This is an optimization exercise on Yosys and OpenROAD, whose aim is small area, a short achievable clock period and few clock cycles per item, not a production implementation. Where RTL was checked, it was by simulation tests only, not by an equivalence proof against the original. No activity file was given, so power comes from the tool's default toggle rates.

==> v10: inputs <==
==> flow/design.v <==
module learnCosts(clock, nrst, en, fsourceID, fbatteryStat, fValue, fclusterID, initial_epsilon, address, wr_en, data_in, data_out, done);
	input clock, nrst, en;
	input [15:0] fsourceID, fbatteryStat, fValue, fclusterID, data_in, initial_epsilon;
	output done, wr_en;
	output [10:0] address;
	output [15:0] data_out;
	localparam S_IDLE = 4'd0,  S_SRCH = 4'd1,  S_CHK = 4'd2,  S_QRD = 4'd3,
	           S_KSC  = 4'd4,  S_SRD  = 4'd5,  S_CNT = 4'd6,  S_SWR = 4'd7,
	           S_BAT  = 4'd8,  S_EPS  = 4'd9,  S_IDW = 4'd10, S_QVW = 4'd11,
	           S_CLW  = 4'd12, S_NCW  = 4'd13;
	reg [3:0]  st;
	reg [10:0] addr;
	reg [15:0] dout;
	reg        wr, done_r;
	reg [6:0]  u;        
	reg [5:0]  rem;      
	reg        hj;       
	reg [3:0]  k;        
	reg        isnew, reinit;
	wire c1 = data_in[15:8] == fsourceID[7:0];
	wire c2 = data_in[7:0]  == fsourceID[15:8];
	wire c3 = data_in[15:8] == fsourceID[15:8];
	wire last0 = rem == 6'd1;
	wire last1 = rem == 6'd2;
	wire [6:0] u1 = u + 7'd1;
	wire [6:0] u2 = u + 7'd2;
	wire [7:0] ucnt = {1'b0, u} + 8'h23;
	wire [3:0] kd = k - 4'd1;
	wire [10:0] a_id  = {3'b000, u, 1'b0};
	wire [10:0] a_q   = {1'b0, u[6], ~u[6], ~u[6], u[5:0], 1'b0};
	wire [10:0] a_cl  = {3'b000, u[6], ~u[6], u[5:0], 1'b0};
	wire [10:0] a_bat = {3'b001, u, 1'b0};
	wire [10:0] a_cnt = {2'b11, ucnt, 1'b0};
	wire [10:0] a_dst = {k[2] ? u1 : u, ~k[2], k[1:0], 1'b0};
	wire [10:0] a_src = {6'd0, kd[2], ~kd[2], kd[1:0], 1'b0};
	task finish;
		begin
			st     <= S_IDLE;
			done_r <= 1'b1;
			wr     <= 1'b0;
			addr   <= 11'h68A;
		end
	endtask
	always @(posedge clock) begin
		if (!nrst) begin
			st     <= S_IDLE;
			done_r <= 1'b0;
			wr     <= 1'b0;
			addr   <= 11'h68A;
		end else begin
			case (st)
				S_IDLE: if (en) begin
					done_r <= 1'b0;
					rem    <= data_in[5:0];
					u      <= 7'h24;
					hj     <= 1'b0;
					isnew  <= 1'b1;
					if (data_in[5:0] == 6'd0) begin
						st   <= S_KSC;
						addr <= 11'h688;
					end else begin
						st   <= S_SRCH;
						addr <= 11'h049;
					end
				end
				S_SRCH: begin
					if (c1) begin
						st   <= hj ? S_QRD : S_CHK;
						addr <= hj ? a_q : a_id;
					end else if (last0) begin
						st   <= S_KSC;
						addr <= 11'h688;
						u    <= u1;
					end else if (c2) begin
						addr <= {3'b000, u1, 1'b1};
						u    <= u1;
						rem  <= rem - 6'd1;
						hj   <= 1'b1;
					end else if (last1) begin
						st   <= S_KSC;
						addr <= 11'h688;
						u    <= u2;
					end else begin
						addr <= {3'b000, u2, 1'b1};
						u    <= u2;
						rem  <= rem - 6'd2;
						hj   <= 1'b0;
					end
				end
				S_CHK: begin
					if (c3) begin
						st   <= S_QRD;
						addr <= a_q;
					end else begin
						st   <= last0 ? S_KSC : S_SRCH;
						addr <= last0 ? 11'h688 : {3'b000, u1, 1'b1};
						u    <= u1;
						rem  <= rem - 6'd1;
						hj   <= 1'b0;
					end
				end
				S_QRD: begin
					reinit <= data_in < fValue;
					isnew  <= 1'b0;
					st     <= S_KSC;
					addr   <= 11'h688;
				end
				S_KSC: begin
					dout <= data_in;
					k    <= data_in[3:0];
					st   <= S_CNT;
					addr <= a_cnt;
					wr   <= 1'b1;
				end
				S_CNT: begin
					k <= kd;
					if (k == 4'd0) begin
						dout <= fbatteryStat;
						st   <= S_BAT;
						addr <= a_bat;
					end else begin
						st   <= S_SRD;
						addr <= a_src;
						wr   <= 1'b0;
					end
				end
				S_SRD: begin
					dout <= data_in;
					st   <= S_SWR;
					addr <= a_dst;
					wr   <= 1'b1;
				end
				S_SWR: begin
					k <= kd;
					if (k[2:0] == 3'd0) begin
						dout <= fbatteryStat;
						st   <= S_BAT;
						addr <= a_bat;
					end else begin
						st   <= S_SRD;
						addr <= a_src;
						wr   <= 1'b0;
					end
				end
				S_BAT: begin
					if (isnew) begin
						dout <= fsourceID;
						st   <= S_IDW;
						addr <= a_id;
					end else if (reinit) begin
						dout <= initial_epsilon;
						st   <= S_EPS;
						addr <= 11'h004;
					end else
						finish;
				end
				S_IDW: begin
					dout <= fValue;
					st   <= S_QVW;
					addr <= a_q;
				end
				S_QVW: begin
					dout <= fclusterID;
					st   <= S_CLW;
					addr <= a_cl;
				end
				S_CLW: begin
					dout <= {9'd0, u - 7'h23};    
					st   <= S_NCW;
					addr <= 11'h68A;
				end
				default: finish;    
			endcase
		end
	end
	assign address  = addr;
	assign data_out = dout;
	assign wr_en    = wr;
	assign done     = done_r;
endmodule
==> flow/run.sh <==
#!/bin/bash
# synth_recipe.tcl (not shown) runs the flow's synth.tcl, then flattens the netlist and writes it again
# the make line also repeats each setting of config.mk as NAME=value (left out here)
make -C /OpenROAD-flow-scripts/flow DESIGN_CONFIG=/design/flow/config.mk WORK_HOME=/design/flow/orfs CLKGATE_MAP_FILE= SYNTH_SCRIPT=/design/flow/synth_recipe.tcl finish
==> flow/config.mk <==
export PLATFORM = sky130hd
export DESIGN_NAME = learnCosts
export DESIGN_NICKNAME = learnCosts
export VERILOG_FILES = /design/flow/design.v
export SDC_FILE = /design/flow/constraint.sdc
export NUM_CORES = 4
export LEC_CHECK = 0
export CAP_MARGIN = 20
export CORE_MARGIN = 2
export CORE_UTILIZATION = 40
export PLACE_DENSITY = 0.6
export SLEW_MARGIN = 20
==> flow/constraint.sdc <==
create_clock -name core_clock -period 10.0 [get_ports {clock}]
set_input_delay 2.0000 -clock core_clock [delete_from_list [all_inputs] [get_ports {clock}]]
set_output_delay 2.0000 -clock core_clock [all_outputs]
set_load 0.01 [all_outputs]
==> v19 (differences from v10) <==
==> flow/design.v, changed modules only <==
module learnCosts(clock, nrst, en, fsourceID, fbatteryStat, fValue, fclusterID, initial_epsilon, address, wr_en, data_in, data_out, done);
	input clock, nrst, en;
	input [15:0] fsourceID, fbatteryStat, fValue, fclusterID, data_in, initial_epsilon;
	output done, wr_en;
	output [10:0] address;
	output [15:0] data_out;
	localparam S_IDLE = 4'd0,  S_DONE = 4'd1,  S_SRCH = 4'd2,  S_CHK = 4'd3,
	           S_QRD  = 4'd4,  S_KSC  = 4'd5,  S_SRD  = 4'd6,
	           S_CNT  = 4'd8,  S_SWR  = 4'd9,  S_BAT  = 4'd10, S_EPS = 4'd11,
	           S_IDW  = 4'd12, S_QVW  = 4'd13, S_CLW  = 4'd14, S_NCW = 4'd15;
	reg [3:0]  st;
	reg [10:0] addr;
	reg [15:0] dout;
	reg        done_r;
	reg [6:0]  u;        
	reg [6:0]  r;        
	reg        hj;       
	reg        reinit;
	wire srch = st == S_SRCH;
	wire c1 = data_in[15:8] == fsourceID[7:0];
	wire c2 = data_in[7:0]  == fsourceID[15:8];
	wire c3 = data_in[15:8] == fsourceID[15:8];
	wire [6:0] us = addr[7:1];
	wire [5:0] uh1 = us[6:1] + 6'd1;
	wire [6:0] u1 = us[0] ? {uh1, 1'b0} : {us[6:1], 1'b1};
	wire [6:0] u2 = {uh1, us[0]};
	wire last0 = us == r;
	wire last1 = u1 == r;
	wire [7:0]  ucnt  = {1'b0, u} + 8'h23;
	wire [2:0]  kd    = r[2:0] - 3'd1;
	wire [10:0] a_qs  = {1'b0, us[6], ~us[6], ~us[6], us[5:0], 1'b0};
	wire [10:0] a_q   = {1'b0, u[6], ~u[6], ~u[6], u[5:0], 1'b0};
	wire [10:0] a_cl  = {3'b000, u[6], ~u[6], u[5:0], 1'b0};
	wire [10:0] a_bat = {3'b001, u, 1'b0};
	wire [10:0] a_cnt = {2'b11, ucnt, 1'b0};
	wire [10:0] a_dst = {r[2] ? u + 7'd1 : u, ~r[2], r[1:0], 1'b0};
	wire [10:0] a_src = {6'd0, kd[2], ~kd[2], kd[1:0], 1'b0};
	wire last_sink = (st == S_CNT) ? r[3:0] == 4'd0 : r[2:0] == 3'd0;
	wire [3:0]  st_1 = last0 ? S_IDW : S_SRCH;                     
	wire [10:0] ad_1 = {3'b000, u1, ~last0};
	wire [3:0]  st_2 = last0 | last1 ? S_IDW : S_SRCH;             
	wire [10:0] ad_2 = last0 ? {3'b000, u1, 1'b0} : {3'b000, u2, ~last1};
	wire [10:0] ad_m = hj ? a_qs : {3'b000, us, 1'b0};
	wire [3:0]  st_m = hj ? S_QRD : S_CHK;
	always @(posedge clock) begin
		if (!nrst) begin
			st     <= S_IDLE;
			addr   <= 11'h68A;
			done_r <= 1'b0;
		end else begin
			case (st)
				S_IDLE, S_DONE: if (en) begin
					done_r <= 1'b0;
					if (data_in[5:0] == 6'd0) begin
						st   <= S_IDW;
						addr <= 11'h048;
					end else begin
						st   <= S_SRCH;
						addr <= 11'h049;
					end
				end
				S_SRCH: begin
					st   <= c1 ? st_m : c2 ? st_1 : st_2;
					addr <= c1 ? ad_m : c2 ? ad_1 : ad_2;
				end
				S_CHK: begin
					st   <= c3 ? S_QRD : st_1;
					addr <= c3 ? a_qs : ad_1;
				end
				S_IDW: begin
					st   <= S_QVW;
					addr <= a_qs;
				end
				S_QVW: begin
					st   <= S_CLW;
					addr <= a_cl;
				end
				S_CLW: begin
					st   <= S_NCW;
					addr <= 11'h68A;
				end
				S_QRD, S_NCW: begin
					st   <= S_KSC;
					addr <= 11'h688;
				end
				S_KSC: begin
					st   <= S_CNT;
					addr <= a_cnt;
				end
				S_CNT, S_SWR: begin
					if (last_sink) begin
						st   <= S_BAT;
						addr <= a_bat;
					end else begin
						st   <= S_SRD;
						addr <= a_src;
					end
				end
				S_SRD: begin
					st   <= S_SWR;
					addr <= a_dst;
				end
				S_BAT: begin
					st     <= reinit ? S_EPS : S_DONE;
					addr   <= reinit ? 11'h004 : 11'h68A;
					done_r <= ~reinit;
				end
				default: begin    
					st     <= S_DONE;
					addr   <= 11'h68A;
					done_r <= 1'b1;
				end
			endcase
		end
	end
	always @(posedge clock) begin
		case (st)
			S_IDLE, S_DONE, S_SRCH, S_CHK:
			         dout <= fsourceID;
			S_IDW:   dout <= fValue;
			S_QVW:   dout <= fclusterID;
			S_CLW:   dout <= {9'd0, u - 7'h23};    
			S_BAT:   dout <= initial_epsilon;
			default: dout <= (st == S_CNT || st == S_SWR) && last_sink ? fbatteryStat : data_in;
		endcase
		if (st == S_SRCH || st == S_CHK || st == S_IDW)
			u <= us;
		if (st == S_IDLE || st == S_DONE)
			r <= {1'b0, data_in[5:0]} + 7'h23;
		else if (st == S_KSC)
			r <= {3'b000, data_in[3:0]};
		else if (st == S_CNT || st == S_SWR)
			r <= {4'b0000, kd};
		if (st == S_IDLE || st == S_DONE)
			hj <= 1'b0;
		else if (srch)
			hj <= ~c1 & c2;
		else
			hj <= 1'b0;
		if (st == S_IDLE || st == S_DONE)
			reinit <= 1'b0;
		else if (st == S_QRD)
			reinit <= data_in < fValue;
	end
	assign address  = addr;
	assign data_out = dout;
	assign wr_en    = st[3];
	assign done     = done_r;
endmodule
==> flow/flow/run.sh (new file) <==
#!/bin/bash
# The standard layout (standard.sh: standard synthesis, floorplan, place, CTS, route),
# with two changes to how it is made:
#  - the port buffers are plain buf_1 cells instead of the default delay cells;
#  - repair_timing aims for 6.8 ns of setup slack, so that it shortens the paths
#    that the 10 ns clock alone would leave slow.
# Clock, constraints, power grid and tap cells are the standard flow's.
set -euo pipefail
export BUFFER_PORTS_ARGS="-buffer_cell sky130_fd_sc_hd__buf_1"
export SETUP_SLACK_MARGIN=6.8
bash standard.sh > standard.log 2>&1
==> flow/standard.sh (new file) <==
#!/bin/bash
# synth_recipe.tcl (not shown) runs the flow's synth.tcl, then flattens the netlist and writes it again
# the make line also repeats each setting of config.mk as NAME=value (left out here)
make -C /OpenROAD-flow-scripts/flow DESIGN_CONFIG=/design/flow/config.mk WORK_HOME=/design/flow/orfs CLKGATE_MAP_FILE= SYNTH_SCRIPT=/design/flow/synth_recipe.tcl "${@:-finish}"
--- a/flow/config.mk
+++ b/flow/config.mk
@@ -5,8 +5,10 @@
 export SDC_FILE = /design/flow/constraint.sdc
 export NUM_CORES = 4
 export LEC_CHECK = 0
+export ABC_AREA = 1
 export CAP_MARGIN = 20
 export CORE_MARGIN = 2
-export CORE_UTILIZATION = 40
-export PLACE_DENSITY = 0.6
+export CORE_UTILIZATION = 55
+export CTS_BUF_LIST = sky130_fd_sc_hd__clkbuf_8
+export PLACE_DENSITY = 0.7
 export SLEW_MARGIN = 20
removed: flow/run.sh
==> v29 (differences from v10) <==
==> flow/design.v, changed modules only <==
module learnCosts(clock, nrst, en, fsourceID, fbatteryStat, fValue, fclusterID, initial_epsilon, address, wr_en, data_in, data_out, done);
	input clock, nrst, en;
	input [15:0] fsourceID, fbatteryStat, fValue, fclusterID, data_in, initial_epsilon;
	output done, wr_en;
	output [10:0] address;
	output [15:0] data_out;
	localparam S_IDLE = 4'd0,  S_SRCH = 4'd1,  S_CHK = 4'd2,  S_QRD = 4'd3,
	           S_KSC  = 4'd4,  S_SRD  = 4'd5,  S_CNT = 4'd6,  S_SWR = 4'd7,
	           S_BAT  = 4'd8,  S_EPS  = 4'd9,  S_IDW = 4'd10, S_QVW = 4'd11,
	           S_CLW  = 4'd12, S_NCW  = 4'd13;
	reg [3:0]  st;
	reg [10:0] addr;
	reg        wr, done_r;
	reg [15:0] dout;
	reg [6:0]  u;        
	reg [5:0]  rem;      
	reg        hj;       
	reg [3:0]  k;        
	reg        isnew, reinit;
	wire c1 = data_in[15:8] == fsourceID[7:0];
	wire c2 = data_in[7:0]  == fsourceID[15:8];
	wire c3 = data_in[15:8] == fsourceID[15:8];
	wire last0 = rem == 6'd1;
	wire last1 = rem == 6'd2;
	wire [5:0] uh1 = u[6:1] + 6'd1;
	wire [6:0] u1 = u[0] ? {uh1, 1'b0} : {u[6:1], 1'b1};
	wire [6:0] u2 = {uh1, u[0]};
	wire [4:0] rh1 = rem[5:1] - 5'd1;
	wire [5:0] rem1 = rem[0] ? {rem[5:1], 1'b0} : {rh1, 1'b1};
	wire [5:0] rem2 = {rh1, rem[0]};
	wire [7:0] ucnt = {1'b0, u} + 8'h23;
	wire [3:0] kd = k - 4'd1;
	wire [10:0] a_id  = {3'b000, u, 1'b0};
	wire [10:0] a_q   = {1'b0, u[6], ~u[6], ~u[6], u[5:0], 1'b0};
	wire [10:0] a_cl  = {3'b000, u[6], ~u[6], u[5:0], 1'b0};
	wire [10:0] a_bat = {3'b001, u, 1'b0};
	wire [10:0] a_cnt = {2'b11, ucnt, 1'b0};
	wire [10:0] a_dst = {k[2] ? u1 : u, ~k[2], k[1:0], 1'b0};
	wire [10:0] a_src = {6'd0, kd[2], ~kd[2], kd[1:0], 1'b0};
	wire found = (st == S_SRCH) ? c1 & hj : c3;
	wire check = (st == S_SRCH) & c1 & ~hj;
	wire step1 = (st == S_SRCH) ? ~c1 & ~last0 & c2 : ~c3 & ~last0;
	wire isnw  = (st == S_SRCH) ? ~c1 & (last0 | ~c2 & last1) : ~c3 & last0;
	wire last_sink = (st == S_CNT) ? k == 4'd0 : k[2:0] == 3'd0;
	always @(posedge clock) begin
		if (!nrst) begin
			st     <= S_IDLE;
			done_r <= 1'b0;
			wr     <= 1'b0;
			addr   <= 11'h68A;
		end else begin
			case (st)
				S_IDLE: if (en) begin
					done_r <= 1'b0;
					if (data_in[5:0] == 6'd0) begin
						st   <= S_KSC;
						addr <= 11'h688;
					end else begin
						st   <= S_SRCH;
						addr <= 11'h049;
					end
				end
				S_SRCH, S_CHK: begin
					if (found) begin
						st   <= S_QRD;
						addr <= a_q;
					end else if (check) begin
						st   <= S_CHK;
						addr <= a_id;
					end else if (isnw) begin
						st   <= S_KSC;
						addr <= 11'h688;
					end else begin
						st   <= S_SRCH;
						addr <= {3'b000, step1 ? u1 : u2, 1'b1};
					end
				end
				S_QRD: begin
					st   <= S_KSC;
					addr <= 11'h688;
				end
				S_KSC: begin
					st   <= S_CNT;
					addr <= a_cnt;
					wr   <= 1'b1;
				end
				S_CNT, S_SWR: begin
					if (last_sink) begin
						st   <= S_BAT;
						addr <= a_bat;
					end else begin
						st   <= S_SRD;
						addr <= a_src;
						wr   <= 1'b0;
					end
				end
				S_SRD: begin
					st   <= S_SWR;
					addr <= a_dst;
					wr   <= 1'b1;
				end
				S_BAT: begin
					if (isnew) begin
						st   <= S_IDW;
						addr <= a_id;
					end else if (reinit) begin
						st   <= S_EPS;
						addr <= 11'h004;
					end else begin
						st     <= S_IDLE;
						done_r <= 1'b1;
						wr     <= 1'b0;
						addr   <= 11'h68A;
					end
				end
				S_IDW: begin
					st   <= S_QVW;
					addr <= a_q;
				end
				S_QVW: begin
					st   <= S_CLW;
					addr <= a_cl;
				end
				S_CLW: begin
					st   <= S_NCW;
					addr <= 11'h68A;
				end
				default: begin    
					st     <= S_IDLE;
					done_r <= 1'b1;
					wr     <= 1'b0;
					addr   <= 11'h68A;
				end
			endcase
		end
	end
	always @(posedge clock) begin
		case (st)
			S_BAT:   dout <= isnew ? fsourceID : initial_epsilon;
			S_IDW:   dout <= fValue;
			S_QVW:   dout <= fclusterID;
			S_CLW:   dout <= {9'd0, u - 7'h23};    
			default: dout <= (st == S_CNT || st == S_SWR) && last_sink ? fbatteryStat : data_in;
		endcase
		if (st == S_IDLE) begin
			rem   <= data_in[5:0];
			u     <= 7'h24;
			hj    <= 1'b0;
			isnew <= 1'b1;
		end else if ((st == S_SRCH || st == S_CHK) && !found && !check) begin
			u     <= last0 | step1 ? u1 : u2;
			rem   <= step1 ? rem1 : rem2;
			hj    <= step1 & (st == S_SRCH);
		end
		if (st == S_QRD) begin
			reinit <= data_in < fValue;
			isnew  <= 1'b0;
		end
		if (st == S_KSC)
			k <= data_in[3:0];
		else if (st == S_CNT || st == S_SWR)
			k <= kd;
	end
	assign address  = addr;
	assign data_out = dout;
	assign wr_en    = wr;
	assign done     = done_r;
endmodule
==> flow/flow/run.sh (new file) <==
#!/bin/bash
# The standard layout (standard.sh: standard synthesis, floorplan, place, CTS, route),
# with two changes to how it is made:
#  - the port buffers are plain buf_1 cells instead of the default delay cells;
#  - repair_timing aims for 6.5 ns of setup slack, so that it shortens the paths
#    that the 10 ns clock alone would leave slow.
# Clock, constraints, power grid and tap cells are the standard flow's.
set -euo pipefail
export BUFFER_PORTS_ARGS="-buffer_cell sky130_fd_sc_hd__buf_1"
export SETUP_SLACK_MARGIN=6.5
bash standard.sh > standard.log 2>&1
==> flow/standard.sh (new file) <==
#!/bin/bash
# synth_recipe.tcl (not shown) runs the flow's synth.tcl, then flattens the netlist and writes it again
# the make line also repeats each setting of config.mk as NAME=value (left out here)
make -C /OpenROAD-flow-scripts/flow DESIGN_CONFIG=/design/flow/config.mk WORK_HOME=/design/flow/orfs CLKGATE_MAP_FILE= SYNTH_SCRIPT=/design/flow/synth_recipe.tcl "${@:-finish}"
removed: flow/run.sh
==> qor.txt <==
vias in the first global route: 4999
cts repair resizes: 9
status: finished clean
Compound-Gate Fraction of Synth Area: 20.09%
worst path cell trace: buf_1
tap cells: 102
Worst R2R Path Depth: 13
That was v19.
==> qor.txt <==
status: finished clean
tap cells: 172
Compound-Gate Fraction of Synth Area: 25.31%
cts repair resizes: 0
final clock skew: 0.008246 ns
worst path cell trace: clkdlybuf4s50_1 -> xnor2_1 -> nand4_1 -> nor3_2 -> a21o_4 -> or4_4 -> a21oi_2
vias in the first global route: 5248
That was v10.
==> qor.txt <==
tap cells: 143
RR Startpoint: st[2]$_SDFFE_PN0N_
vias in the first global route: 5129
Worst R2R Path Depth: 6
Inverters: 32
clock power share: 13.4%
status: finished clean
Compound-Gate Fraction of Synth Area: 28.05%
Avg Cell Area, Syn: 7.971 sq um
That was v29.
Testbench counts of v19, summed over its fixed seeds: cycles 32,982, items 1,600.
Testbench counts of v29, summed over its fixed seeds: cycles 32,982, items 1,600.
For v10, only the layout was checked, not whether the RTL still works.

==> afterwards: timing with drivers on the ports <==
The flow's constraints put no driver on any port. The routed layouts listed below were extracted and timed again, unchanged, in two steps. Step 1 sets driving cells, clkbuf_16 on the clock port and buf_2 on the other inputs (assumed; they add their load-dependent delay and slew). Step 2 moves the port delays by t, midway between the first and last clock arrival at a register: inputs arrive t later, outputs are due t later. That takes back most of the time a late clock gives input paths. Three values: no drivers, after step 1, after step 2; two values: the first two.
run | t, ns | setup WS [ns] | worst setup path at the end | worst data-port slew with drivers (ns)
v10 | 0.344 | 5.725 / 5.746 / 5.402 | input to register | 0.07
v19 | 0.338 | 6.826 / 6.796 / 6.547 | input to register | 0.04
v29 | 0.354 | 6.435 / 6.450 / 6.096 | input to register | 0.06
After both steps setup and hold are still met in every run listed. The setup slack of v29, which loses most, moves by +0.015 ns with the drivers and by -0.339 ns with both steps.
